What follows belongs to an exercise in optimizing a design on an open flow for small area and a short achievable clock period; a production flow would make more cautious choices.
Where RTL was checked, it was by simulation tests only, not by an equivalence proof against the original.
Power figures rest on the tool's default switching activity, not on a simulated workload.

==> wip/onyx <==
==> flow/design.v <==
`timescale 1ns / 1ps
module sha256_pipe3 ( clk, state, state2, data, hash );
	input clk;
	input [255:0] state, state2;
	input [511:0] data;
	output reg [255:0] hash;
	localparam [31:0] K0 = 32'h428a2f98;
	localparam [31:0] K1 = 32'h71374491;
	localparam [31:0] K2 = 32'hb5c0fbcf;
	function [31:0] f_E0;
		input [31:0] x;
		f_E0 = {x[1:0],x[31:2]} ^ {x[12:0],x[31:13]} ^ {x[21:0],x[31:22]};
	endfunction
	function [31:0] f_E1;
		input [31:0] x;
		f_E1 = {x[5:0],x[31:6]} ^ {x[10:0],x[31:11]} ^ {x[24:0],x[31:25]};
	endfunction
	function [31:0] f_ch;
		input [31:0] x, y, z;
		f_ch = z ^ (x & (y ^ z));
	endfunction
	function [31:0] f_maj;
		input [31:0] x, y, z;
		f_maj = (x & y) | (z & (x | y));
	endfunction
	function [63:0] csa;
		input [31:0] x, y, z;
		begin
			csa[31:0]  = x ^ y ^ z;
			csa[63:32] = {((x[30:0] & y[30:0]) | (z[30:0] & (x[30:0] | y[30:0]))), 1'b0};
		end
	endfunction
	function [63:0] to_pg;
		input [63:0] cs;
		to_pg = {cs[31:0] & cs[63:32], cs[31:0] ^ cs[63:32]};
	endfunction
	function [31:0] add_pg;
		input [63:0] pg;
		reg [31:0] G, P;
		integer i, l;
		begin
			P = pg[31:0];
			G = pg[63:32];
			for (l = 1; l < 32; l = l * 2)
				for (i = 31; i >= 0; i = i - 1)
					if ((i / l) % 2 == 1) begin
						G[i] = G[i] | (P[i] & G[(i / l) * l - 1]);
						P[i] = P[i] & P[(i / l) * l - 1];
					end
			add_pg = pg[31:0] ^ {G[30:0], 1'b0};
		end
	endfunction
	wire [31:0] i_a = state[31:0];
	wire [31:0] i_b = state[63:32];
	wire [31:0] i_c = state[95:64];
	wire [31:0] i_d = state[127:96];
	wire [31:0] i_e = state[159:128];
	wire [31:0] i_f = state[191:160];
	wire [31:0] i_g = state[223:192];
	wire [31:0] i_h = state[255:224];
	wire [31:0] w0 = data[31:0];
	wire [31:0] w1 = data[63:32];
	wire [31:0] w2 = data[95:64];
	wire [31:0] r0_ch = f_ch(i_e, i_f, i_g);
	wire [31:0] r0_s1 = f_E1(i_e);
	wire [63:0] r0_p  = csa(i_h, w0, K0);                           
	wire [63:0] r0_pd = csa(r0_p[31:0], r0_p[63:32], i_d);
	wire [63:0] r0_q  = csa(r0_pd[31:0], r0_pd[63:32], r0_ch);
	wire [63:0] r0_e  = csa(r0_q[31:0], r0_q[63:32], r0_s1);       
	wire [63:0] r0_v  = csa(r0_p[31:0], r0_p[63:32], r0_ch);
	wire [63:0] r0_w  = csa(f_maj(i_a, i_b, i_c), r0_s1, f_E0(i_a));
	wire [63:0] r0_x  = csa(r0_v[31:0], r0_v[63:32], r0_w[31:0]);
	wire [63:0] r0_a  = csa(r0_x[31:0], r0_x[63:32], r0_w[63:32]);  
	reg [31:0] s1_a, s1_b, s1_c, s1_e, s1_f, s1_h1, s1_h2;
	reg [63:0] s1_e1, s1_a1;
	always @(posedge clk) begin
		s1_a  <= i_a;
		s1_b  <= i_b;
		s1_c  <= i_c;
		s1_e  <= i_e;
		s1_f  <= i_f;
		s1_e1 <= to_pg(r0_e);
		s1_a1 <= r0_a;
		s1_h1 <= i_g + w1 + K1;
		s1_h2 <= i_f + w2 + K2;
	end
	reg [31:0] s2_a, s2_b, s2_c, s2_e, s2_f, s2_e1, s2_a1, s2_h1, s2_h2;
	always @(posedge clk) begin
		s2_a  <= s1_a;
		s2_b  <= s1_b;
		s2_c  <= s1_c;
		s2_e  <= s1_e;
		s2_f  <= s1_f;
		s2_e1 <= add_pg(s1_e1);
		s2_a1 <= add_pg(to_pg(s1_a1));
		s2_h1 <= s1_h1;
		s2_h2 <= s1_h2;
	end
	wire [31:0] r1_ch = f_ch(s2_e1, s2_e, s2_f);
	wire [63:0] r1_p  = csa(s2_h1, s2_c, r1_ch);
	wire [63:0] r1_e  = csa(r1_p[31:0], r1_p[63:32], f_E1(s2_e1));
	wire [63:0] r1_q  = csa(s2_h1, r1_ch, f_maj(s2_a1, s2_a, s2_b));
	wire [63:0] r1_u  = csa(f_E1(s2_e1), f_E0(s2_a1), r1_q[31:0]);
	wire [63:0] r1_a  = csa(r1_u[31:0], r1_u[63:32], r1_q[63:32]);
	reg [31:0] s3_a, s3_b, s3_e, s3_e1, s3_a1, s3_h2;
	reg [63:0] s3_e2, s3_a2;
	always @(posedge clk) begin
		s3_a  <= s2_a;
		s3_b  <= s2_b;
		s3_e  <= s2_e;
		s3_e1 <= s2_e1;
		s3_a1 <= s2_a1;
		s3_h2 <= s2_h2;
		s3_e2 <= to_pg(r1_e);
		s3_a2 <= r1_a;
	end
	reg [31:0] s4_a, s4_b, s4_e, s4_e1, s4_a1, s4_h2, s4_e2, s4_a2;
	always @(posedge clk) begin
		s4_a  <= s3_a;
		s4_b  <= s3_b;
		s4_e  <= s3_e;
		s4_e1 <= s3_e1;
		s4_a1 <= s3_a1;
		s4_h2 <= s3_h2;
		s4_e2 <= add_pg(s3_e2);
		s4_a2 <= add_pg(to_pg(s3_a2));
	end
	wire [31:0] r2_ch = f_ch(s4_e2, s4_e1, s4_e);
	wire [63:0] r2_p  = csa(s4_h2, s4_b, r2_ch);
	wire [63:0] r2_e  = csa(r2_p[31:0], r2_p[63:32], f_E1(s4_e2));
	wire [63:0] r2_q  = csa(s4_h2, r2_ch, f_maj(s4_a2, s4_a1, s4_a));
	wire [63:0] r2_u  = csa(f_E1(s4_e2), f_E0(s4_a2), r2_q[31:0]);
	wire [63:0] r2_a  = csa(r2_u[31:0], r2_u[63:32], r2_q[63:32]);
	reg [31:0] s5_a, s5_e, s5_e1, s5_a1, s5_e2, s5_a2;
	reg [63:0] s5_e3, s5_a3;
	always @(posedge clk) begin
		s5_a  <= s4_a;
		s5_e  <= s4_e;
		s5_e1 <= s4_e1;
		s5_a1 <= s4_a1;
		s5_e2 <= s4_e2;
		s5_a2 <= s4_a2;
		s5_e3 <= r2_e;
		s5_a3 <= r2_a;
	end
	wire [16:0] r2_elo = s5_e3[15:0] + s5_e3[47:32];
	wire [16:0] r2_alo = s5_a3[15:0] + s5_a3[47:32];
	reg [31:0] s6_a, s6_e, s6_e1, s6_a1, s6_e2, s6_a2;
	reg [16:0] s6_e3lo, s6_a3lo;
	reg [31:0] s6_e3hi, s6_a3hi;
	always @(posedge clk) begin
		s6_a  <= s5_a;
		s6_e  <= s5_e;
		s6_e1 <= s5_e1;
		s6_a1 <= s5_a1;
		s6_e2 <= s5_e2;
		s6_a2 <= s5_a2;
		s6_e3lo <= r2_elo;
		s6_a3lo <= r2_alo;
		s6_e3hi <= {s5_e3[63:48], s5_e3[31:16]};
		s6_a3hi <= {s5_a3[63:48], s5_a3[31:16]};
	end
	wire [15:0] r2_ehi = s6_e3hi[15:0] + s6_e3hi[31:16] + s6_e3lo[16];
	wire [15:0] r2_ahi = s6_a3hi[15:0] + s6_a3hi[31:16] + s6_a3lo[16];
	reg [255:0] s7;
	always @(posedge clk)
		s7 <= {s6_e, s6_e1, s6_e2, r2_ehi, s6_e3lo[15:0], s6_a, s6_a1, s6_a2, r2_ahi, s6_a3lo[15:0]};
	always @(posedge clk)
		hash <= s7;
endmodule
==> flow/flow/run.sh <==
#!/bin/bash
# Standard ORFS flow (standard.sh) with two changes:
#  - synthesis maps the logic with a delay-driven ABC script (flow/map.abc) and does not
#    pre-map adders to full/half-adder cells; registers and names are as in the standard synthesis
#  - port buffers are sky130_fd_sc_hd__buf_2
set -euo pipefail
W=$(pwd)
{
  echo 'proc abc {args} {'
  echo '  set i [lsearch $args -script]'
  echo '  if {$i >= 0} { set args [lreplace $args $i [expr {$i+1}]] }'
  echo "  yosys abc {*}\$args -script $W/flow/map.abc"
  echo '}'
  cat synth_recipe.tcl
} > my_synth.tcl
sed -e "s#SYNTH_SCRIPT=[^ ]*#SYNTH_SCRIPT=$W/my_synth.tcl ADDER_MAP_FILE= MATCH_CELL_FOOTPRINT=0#" standard.sh > my_standard.sh
export BUFFER_PORTS_ARGS="-buffer_cell sky130_fd_sc_hd__buf_2"
bash my_standard.sh > flow_make.log 2>&1
==> flow/flow/map.abc <==
strash
&get -n
&dch
&nf -D 1500
&put
buffer -p
upsize -D 1500
dnsize -D 1500
==> flow/standard.sh <==
#!/bin/bash
# synth_recipe.tcl (not shown) runs the flow's synth.tcl, then flattens the netlist and writes it again
# the make line also repeats each setting of config.mk as NAME=value (left out here)
make -C /OpenROAD-flow-scripts/flow DESIGN_CONFIG=/design/flow/config.mk WORK_HOME=/design/flow/orfs CLKGATE_MAP_FILE= SYNTH_SCRIPT=/design/flow/synth_recipe.tcl "${@:-finish}"
==> flow/config.mk <==
export PLATFORM = sky130hd
export DESIGN_NAME = sha256_pipe3
export DESIGN_NICKNAME = sha256_pipe3
export VERILOG_FILES = /design/flow/design.v
export SDC_FILE = /design/flow/constraint.sdc
export NUM_CORES = 4
export LEC_CHECK = 0
export CAP_MARGIN = 20
export CORE_MARGIN = 2
export CORE_UTILIZATION = 40
export CTS_BUF_LIST = sky130_fd_sc_hd__clkbuf_16
export CTS_CLUSTER_DIAMETER = 50
export CTS_CLUSTER_SIZE = 32
export SETUP_SLACK_MARGIN = 1.9
export SLEW_MARGIN = 20
==> flow/constraint.sdc <==
create_clock -name core_clock -period 4.2 [get_ports {clk}]
set_input_delay 0.8400 -clock core_clock [delete_from_list [all_inputs] [get_ports {clk}]]
set_output_delay 0.8400 -clock core_clock [all_outputs]
set_load 0.01 [all_outputs]
==> wip/fjord (differences from wip/onyx) <==
--- a/flow/design.v
+++ b/flow/design.v
@@ -32,22 +32,2 @@
 	endfunction
-	function [63:0] to_pg;
-		input [63:0] cs;
-		to_pg = {cs[31:0] & cs[63:32], cs[31:0] ^ cs[63:32]};
-	endfunction
-	function [31:0] add_pg;
-		input [63:0] pg;
-		reg [31:0] G, P;
-		integer i, l;
-		begin
-			P = pg[31:0];
-			G = pg[63:32];
-			for (l = 1; l < 32; l = l * 2)
-				for (i = 31; i >= 0; i = i - 1)
-					if ((i / l) % 2 == 1) begin
-						G[i] = G[i] | (P[i] & G[(i / l) * l - 1]);
-						P[i] = P[i] & P[(i / l) * l - 1];
-					end
-			add_pg = pg[31:0] ^ {G[30:0], 1'b0};
-		end
-	endfunction
 	wire [31:0] i_a = state[31:0];
@@ -63,12 +43,8 @@
 	wire [31:0] w2 = data[95:64];
-	wire [31:0] r0_ch = f_ch(i_e, i_f, i_g);
-	wire [31:0] r0_s1 = f_E1(i_e);
-	wire [63:0] r0_p  = csa(i_h, w0, K0);                           
-	wire [63:0] r0_pd = csa(r0_p[31:0], r0_p[63:32], i_d);
-	wire [63:0] r0_q  = csa(r0_pd[31:0], r0_pd[63:32], r0_ch);
-	wire [63:0] r0_e  = csa(r0_q[31:0], r0_q[63:32], r0_s1);       
-	wire [63:0] r0_v  = csa(r0_p[31:0], r0_p[63:32], r0_ch);
-	wire [63:0] r0_w  = csa(f_maj(i_a, i_b, i_c), r0_s1, f_E0(i_a));
-	wire [63:0] r0_x  = csa(r0_v[31:0], r0_v[63:32], r0_w[31:0]);
-	wire [63:0] r0_a  = csa(r0_x[31:0], r0_x[63:32], r0_w[63:32]);  
+	wire [63:0] r0_p = csa(i_h, w0, K0);
+	wire [63:0] r0_q = csa(r0_p[31:0], r0_p[63:32], f_ch(i_e, i_f, i_g));
+	wire [63:0] r0_t = csa(r0_q[31:0], r0_q[63:32], f_E1(i_e));        
+	wire [63:0] r0_e = csa(r0_t[31:0], r0_t[63:32], i_d);               
+	wire [63:0] r0_u = csa(r0_t[31:0], f_E0(i_a), f_maj(i_a, i_b, i_c));
+	wire [63:0] r0_a = csa(r0_u[31:0], r0_u[63:32], r0_t[63:32]);      
 	reg [31:0] s1_a, s1_b, s1_c, s1_e, s1_f, s1_h1, s1_h2;
@@ -81,3 +57,3 @@
 		s1_f  <= i_f;
-		s1_e1 <= to_pg(r0_e);
+		s1_e1 <= r0_e;
 		s1_a1 <= r0_a;
@@ -93,4 +69,4 @@
 		s2_f  <= s1_f;
-		s2_e1 <= add_pg(s1_e1);
-		s2_a1 <= add_pg(to_pg(s1_a1));
+		s2_e1 <= s1_e1[31:0] + s1_e1[63:32];
+		s2_a1 <= s1_a1[31:0] + s1_a1[63:32];
 		s2_h1 <= s1_h1;
@@ -113,3 +89,3 @@
 		s3_h2 <= s2_h2;
-		s3_e2 <= to_pg(r1_e);
+		s3_e2 <= r1_e;
 		s3_a2 <= r1_a;
@@ -124,4 +100,4 @@
 		s4_h2 <= s3_h2;
-		s4_e2 <= add_pg(s3_e2);
-		s4_a2 <= add_pg(to_pg(s3_a2));
+		s4_e2 <= s3_e2[31:0] + s3_e2[63:32];
+		s4_a2 <= s3_a2[31:0] + s3_a2[63:32];
 	end
@@ -145,7 +121,3 @@
 	end
-	wire [16:0] r2_elo = s5_e3[15:0] + s5_e3[47:32];
-	wire [16:0] r2_alo = s5_a3[15:0] + s5_a3[47:32];
-	reg [31:0] s6_a, s6_e, s6_e1, s6_a1, s6_e2, s6_a2;
-	reg [16:0] s6_e3lo, s6_a3lo;
-	reg [31:0] s6_e3hi, s6_a3hi;
+	reg [31:0] s6_a, s6_e, s6_e1, s6_a1, s6_e2, s6_a2, s6_e3, s6_a3;
 	always @(posedge clk) begin
@@ -157,12 +129,8 @@
 		s6_a2 <= s5_a2;
-		s6_e3lo <= r2_elo;
-		s6_a3lo <= r2_alo;
-		s6_e3hi <= {s5_e3[63:48], s5_e3[31:16]};
-		s6_a3hi <= {s5_a3[63:48], s5_a3[31:16]};
+		s6_e3 <= s5_e3[31:0] + s5_e3[63:32];
+		s6_a3 <= s5_a3[31:0] + s5_a3[63:32];
 	end
-	wire [15:0] r2_ehi = s6_e3hi[15:0] + s6_e3hi[31:16] + s6_e3lo[16];
-	wire [15:0] r2_ahi = s6_a3hi[15:0] + s6_a3hi[31:16] + s6_a3lo[16];
 	reg [255:0] s7;
 	always @(posedge clk)
-		s7 <= {s6_e, s6_e1, s6_e2, r2_ehi, s6_e3lo[15:0], s6_a, s6_a1, s6_a2, r2_ahi, s6_a3lo[15:0]};
+		s7 <= {s6_e, s6_e1, s6_e2, s6_e3, s6_a, s6_a1, s6_a2, s6_a3};
 	always @(posedge clk)
==> flow/run.sh (new file) <==
#!/bin/bash
# synth_recipe.tcl (not shown) runs the flow's synth.tcl, then flattens the netlist and writes it again
# the make line also repeats each setting of config.mk as NAME=value (left out here)
make -C /OpenROAD-flow-scripts/flow DESIGN_CONFIG=/design/flow/config.mk WORK_HOME=/design/flow/orfs CLKGATE_MAP_FILE= SYNTH_SCRIPT=/design/flow/synth_recipe.tcl finish
CTS_BUF_LIST = not set   (was sky130_fd_sc_hd__clkbuf_16)
CTS_CLUSTER_DIAMETER = not set   (was 50)
CTS_CLUSTER_SIZE = not set   (was 32)
SETUP_SLACK_MARGIN = not set   (was 1.9)
removed: flow/flow/run.sh
removed: flow/flow/map.abc
removed: flow/standard.sh
==> notes.md <==
wip/onyx produced a clean layout. wip/fjord went through all stages and came out clean.
Against wip/onyx, the synthesized cell count of wip/fjord is lower by about 15%.
In wip/fjord the clock skew is higher than in wip/onyx, by 0.0019 ns.
Against wip/onyx, the non-clock buffer count of wip/fjord is higher by 9.
In wip/onyx the utilization is lower than in wip/fjord, by 0.24 points.
In wip/onyx the hold slack is worse than in wip/fjord, by 0.19 ns.
Of wip/fjord and wip/onyx, wip/onyx has the higher setup slack (gap 1.5 ns).
Between wip/onyx and wip/fjord, the lower clock-buffer cell count is in wip/onyx (gap 102).
Against wip/onyx, the via count of wip/fjord is smaller by 12%.
==> figures <==
metric	wip/fjord	wip/onyx
Classification of the worst-slack hold path	reg2reg	in2reg
Flip-flop and latch count	2295	2327
Placer Congestion	0.9483	0.9275
Multi-input logic area	27600 sq um	35610 sq um
Run status	no timing/DRC/antenna violations	no timing/DRC/antenna violations
Reg area	45940 sq um	46820 sq um
Worst reg2reg path endpoint	s2_e1[29]	s2_a1[26]
Share of power burned in registers	35.8%	35.7%
Fin util	50.09%	49.85%
Internal power	62.31 mW	62.61 mW
Non-clk bufs	786	777
Total routing usage reported by global routing	24.03%	25.16%
Clk pwr share	20.5%	16.9%
Net switching fraction of the power	38.85%	40.71%
Maximum number of pins on one net before global-route repair	20	33
Total nets after synthesis	7746	8069
Minimum setup slack in the final design	0.2507 ns	1.792 ns
For wip/onyx, only the layout was checked, not whether the RTL still works.

port drivers added, routing unchanged:
The flow's constraints put no driver on any port. The routed layouts listed below were extracted and timed again, unchanged, in two steps. Step 1, drivers: a clkbuf_16 drives clk and a buf_2 each remaining input, both assumed. Step 2 times the ports against the registers' clock, not the clock port: input delays grow and output delays shrink by t, the midpoint of the rising clock arrivals with the driver on. a / b / c = ideal / step 1 / step 2; a / b = the first two.
run | t, ns | slack for setup (ns) | hold WS [ns] | slew at the worst register clock pin (ns)
wip/onyx | 0.914 | 1.792 / 1.792 / 0.953 | 0.113 / 0.073 / 0.297 | 0.11 / 0.11
wip/fjord | 0.940 | 0.251 / 0.303 / -0.637 | 0.298 / 0.298 / 0.298 | 0.07 / 0.07
With both steps, setup timing fails in wip/fjord, where it was met with ideal ports. For wip/fjord, which loses most, drivers alone change the setup slack by +0.052 ns; drivers and shift together by -0.888 ns.
